From an optimization exercise on the open Yosys and OpenROAD flow, aimed at small area, a short achievable clock period and few clock cycles; shortcuts taken in it are not production practice. Where RTL was checked, it was by simulation tests only, not by an equivalence proof against the original. Power is estimated from default activity; no workload was simulated.

// HW2_divider
module HW2_divider(Clk, Rst, St, Divisor, Dividend, Quotient, Remainder, Overflow, Done);
clock: 6.0 ns
lec_check: 0
abc_clock_period_in_ps: 2000
cap_margin: 20
core_margin: 2
core_utilization: 40
setup_slack_margin: 0
slew_margin: 20
run.sh (not shown) runs the stock make flow with config.mk's settings and CLKGATE_MAP_FILE= SYNTH_SCRIPT=/design/flow/synth_recipe.tcl, a recipe that flattens the netlist after the stock synthesis.
The baseline passed the timing, DRC and antenna checks.
Then changed:
==> flow/flow/run.sh (new file) <==
#!/bin/bash
# The standard layout, with each port buffered by a small buffer instead of
# the delay cell that buffer_ports picks by default.
set -euo pipefail
bash standard.sh "BUFFER_PORTS_ARGS=-buffer_cell sky130_fd_sc_hd__buf_2" finish > standard.log 2>&1
==> flow/standard.sh (new file) <==
#!/bin/bash
# synth_recipe.tcl (not shown) runs the flow's synth.tcl, then flattens the netlist and writes it again
# the make line also repeats each setting of config.mk as NAME=value (left out here)
make -C /OpenROAD-flow-scripts/flow DESIGN_CONFIG=/design/flow/config.mk WORK_HOME=/design/flow/orfs CLKGATE_MAP_FILE= SYNTH_SCRIPT=/design/flow/synth_recipe.tcl "${@:-finish}"
SETUP_SLACK_MARGIN = 3.0   (was 0)
removed: flow/run.sh
The new run passed the timing, DRC and antenna checks. Total power grows by 13%. Clock skew barely changes. Final cell count climbs by 6.1%. Maximum frequency is higher by 16%. Clock power goes up by 6.6%.
Then changed:
==> flow/run.sh (new file) <==
#!/bin/bash
# synth_recipe.tcl (not shown) runs the flow's synth.tcl, then flattens the netlist and writes it again
# the make line also repeats each setting of config.mk as NAME=value (left out here)
make -C /OpenROAD-flow-scripts/flow DESIGN_CONFIG=/design/flow/config.mk WORK_HOME=/design/flow/orfs CLKGATE_MAP_FILE= SYNTH_SCRIPT=/design/flow/synth_recipe.tcl finish
removed: flow/flow/run.sh
removed: flow/standard.sh
Result: The changed run completed without violations; setup slack gets worse by 0.026 ns; sequential power is about the same; routed wire length rises slightly; fmax falls slightly; power rises by a few percent; clock-buffer cell count does not change; cell area rises by a little under a tenth; global-route usage falls by 0.45 points; critical path depth falls by 1; die area is unchanged; core utilization rises by 3.9 points.
Then changed:
==> flow/flow/run.sh (new file) <==
#!/bin/bash
# The standard layout, with two changes: each port is buffered by a small
# buffer instead of the delay cell that buffer_ports picks by default, and
# synthesis leaves adders to abc instead of mapping them to fa/ha cells.
set -euo pipefail
bash standard.sh "BUFFER_PORTS_ARGS=-buffer_cell sky130_fd_sc_hd__buf_2" "ADDER_MAP_FILE=" finish > standard.log 2>&1
==> flow/standard.sh (new file) <==
#!/bin/bash
# synth_recipe.tcl (not shown) runs the flow's synth.tcl, then flattens the netlist and writes it again
# the make line also repeats each setting of config.mk as NAME=value (left out here)
make -C /OpenROAD-flow-scripts/flow DESIGN_CONFIG=/design/flow/config.mk WORK_HOME=/design/flow/orfs CLKGATE_MAP_FILE= SYNTH_SCRIPT=/design/flow/synth_recipe.tcl "${@:-finish}"
removed: flow/run.sh
After rerunning: Final area grows by 10%; global-route usage increases by 2.5 points; die area goes up by 14%; combinational power goes down by about 5%.
Function was not checked in any run of this note: the RTL went through the layout flow alone.

---

onyx:
HW2_divider, a different RTL version from the one above (not shown whole).
Size: ~560 cells after synthesis, about 53 flip-flops, ~0.0051 mm² of cells after synthesis.
Design HW2_divider, start of the top module:
module HW2_divider(Clk, Rst, St, Divisor, Dividend, Quotient, Remainder, Overflow, Done);
clock: 6.0 ns
lec_check: 0
abc_clock_period_in_ps: 1500
cap_margin: 20
core_margin: 2
core_utilization: 40
setup_slack_margin: 2
slew_margin: 20
standard.sh (not shown) runs the stock make flow with config.mk's settings and CLKGATE_MAP_FILE= SYNTH_SCRIPT=/design/flow/synth_recipe.tcl, a recipe that flattens the netlist after the stock synthesis.
==> flow/flow/run.sh <==
#!/bin/bash
# The standard layout, with each port buffered by a small buffer instead of
# the delay cell that buffer_ports picks by default.
set -euo pipefail
bash standard.sh "BUFFER_PORTS_ARGS=-buffer_cell sky130_fd_sc_hd__buf_2" finish > standard.log 2>&1
Testbench counts of onyx, summed over its fixed seeds: cycles 47,499.
diff inputs: onyx => zinc
Settings: a change of SETUP_SLACK_MARGIN from 2 to 3.2; an added ABC_AREA of 1; a change of CORE_UTILIZATION from 40 to 45; a change of ABC_CLOCK_PERIOD_IN_PS from 1500 to 2000.
--- a/flow/flow/run.sh
+++ b/flow/flow/run.sh
@@ -5 +5 @@
-bash standard.sh "BUFFER_PORTS_ARGS=-buffer_cell sky130_fd_sc_hd__buf_2" finish > standard.log 2>&1
+bash standard.sh "BUFFER_PORTS_ARGS=-buffer_cell sky130_fd_sc_hd__buf_1" finish > standard.log 2>&1
==> run summary <==
Taking onyx as the reference, in zinc peak clock frequency supported by timing now sits higher, die height picked up an extra 1.3%, synthesized netlist net count +319, routed wire length has increased.
#### Input delta (tundra over zinc)
Settings: removing ABC_AREA (formerly 1); changing CORE_UTILIZATION from 45 to 60; changing SETUP_SLACK_MARGIN from 3.2 to 3.
--- a/flow/flow/run.sh
+++ b/flow/flow/run.sh
@@ -5 +5 @@
-bash standard.sh "BUFFER_PORTS_ARGS=-buffer_cell sky130_fd_sc_hd__buf_1" finish > standard.log 2>&1
+bash standard.sh "BUFFER_PORTS_ARGS=-buffer_cell sky130_fd_sc_hd__buf_2" finish > standard.log 2>&1
==> run summary <==
Going from zinc to tundra, combinational share of power decreased 4.1 points; number of placed instances with taps included shows a reduction of 390; internal power summed over all cells decreased by 8.0% relative to the old numbers; setup slack decreased by 0.55 ns relative to the old numbers; number of detailed-route iterations in the first pass climbed 2.
fa_2 as the cell with the largest stage delay on the worst path was reported by zinc, and fa_1 by tundra.
Compared with zinc, tundra shows a inverter count of the layout excluding clock inverters that is 99 lower.
Relative to zinc, number of DRC markers after the initial detailed-route iteration decreased by 15% in tundra.
Input changes introduced in juniper (baseline for comparison: tundra):
Settings: swapping 60 for 40 in CORE_UTILIZATION; swapping 3 for 2.6 in SETUP_SLACK_MARGIN; putting ABC_AREA at 1 where nothing was set.
==> flow/flow/run.sh <==
#!/bin/bash
# The standard layout, with each port buffered by a small buffer instead of
# the delay cell that buffer_ports picks by default, and synthesis leaves
# adders to abc instead of mapping them to fa/ha cells.
set -euo pipefail
bash standard.sh "BUFFER_PORTS_ARGS=-buffer_cell sky130_fd_sc_hd__buf_1" "ADDER_MAP_FILE=" finish > standard.log 2>&1
--- outcome ---
Compared with tundra, in juniper routed length on met3 lower, total internal power lower, routed wire length higher, non-clock inverter total of the final layout higher, combinational share of power lower. | via count of the routed design | higher: juniper |. Post-synthesis compound-gate area fraction (juniper over tundra): decrease, 13 points. Re fraction of area in registers: tundra was lower than juniper.

## port drivers added, routing unchanged
The flow's constraints put no driver on any port. The routed layouts listed below were extracted and timed again, unchanged, in two steps. Step 1 assumes that a clkbuf_16 drives the clock port and a buf_2 every other input. Step 2 also shifts input and output timing later by t, the mid clock arrival at the registers, as if the neighbouring blocks saw the same clock. Slacks: ideal ports / drivers / drivers and shift; pairs: ideal ports / drivers.
| run | shift t [ns] | setup slack, ns | hold slack, ns | worst setup path after step 2 | cell pins on the clock port's net |
|---|---|---|---|---|---|
| the first run of note 1 | 0.337 | 2.052 / 2.052 / 1.931 | 0.565 / 0.565 / 0.565 | input to register | 1 |
| the second run of note 1 | 0.348 | 2.608 / 2.608 / 2.571 | 0.568 / 0.568 / 0.568 | input to register | 1 |
| the third run of note 1 | 0.347 | 2.582 / 2.582 / 2.582 | 0.577 / 0.577 / 0.577 | register to register | 1 |
| the fourth run of note 1 | 0.361 | 2.588 / 2.588 / 2.588 | 0.528 / 0.528 / 0.528 | register to register | 1 |
| onyx | 0.342 | 2.149 / 2.149 / 2.149 | 0.443 / 0.443 / 0.443 | register to register | 1 |
| zinc | 0.346 | 3.204 / 3.204 / 3.084 | 0.466 / 0.466 / 0.466 | input to register | 1 |
| tundra | 0.351 | 2.650 / 2.650 / 2.650 | 0.459 / 0.459 / 0.459 | register to register | 1 |
| juniper | 0.339 | 2.987 / 2.995 / 2.656 | 0.477 / 0.477 / 0.477 | input to register | 1 |
After both steps every run listed still meets setup and hold. For juniper, which loses most, drivers alone change the setup slack by +0.008 ns; drivers and shift together by -0.331 ns.
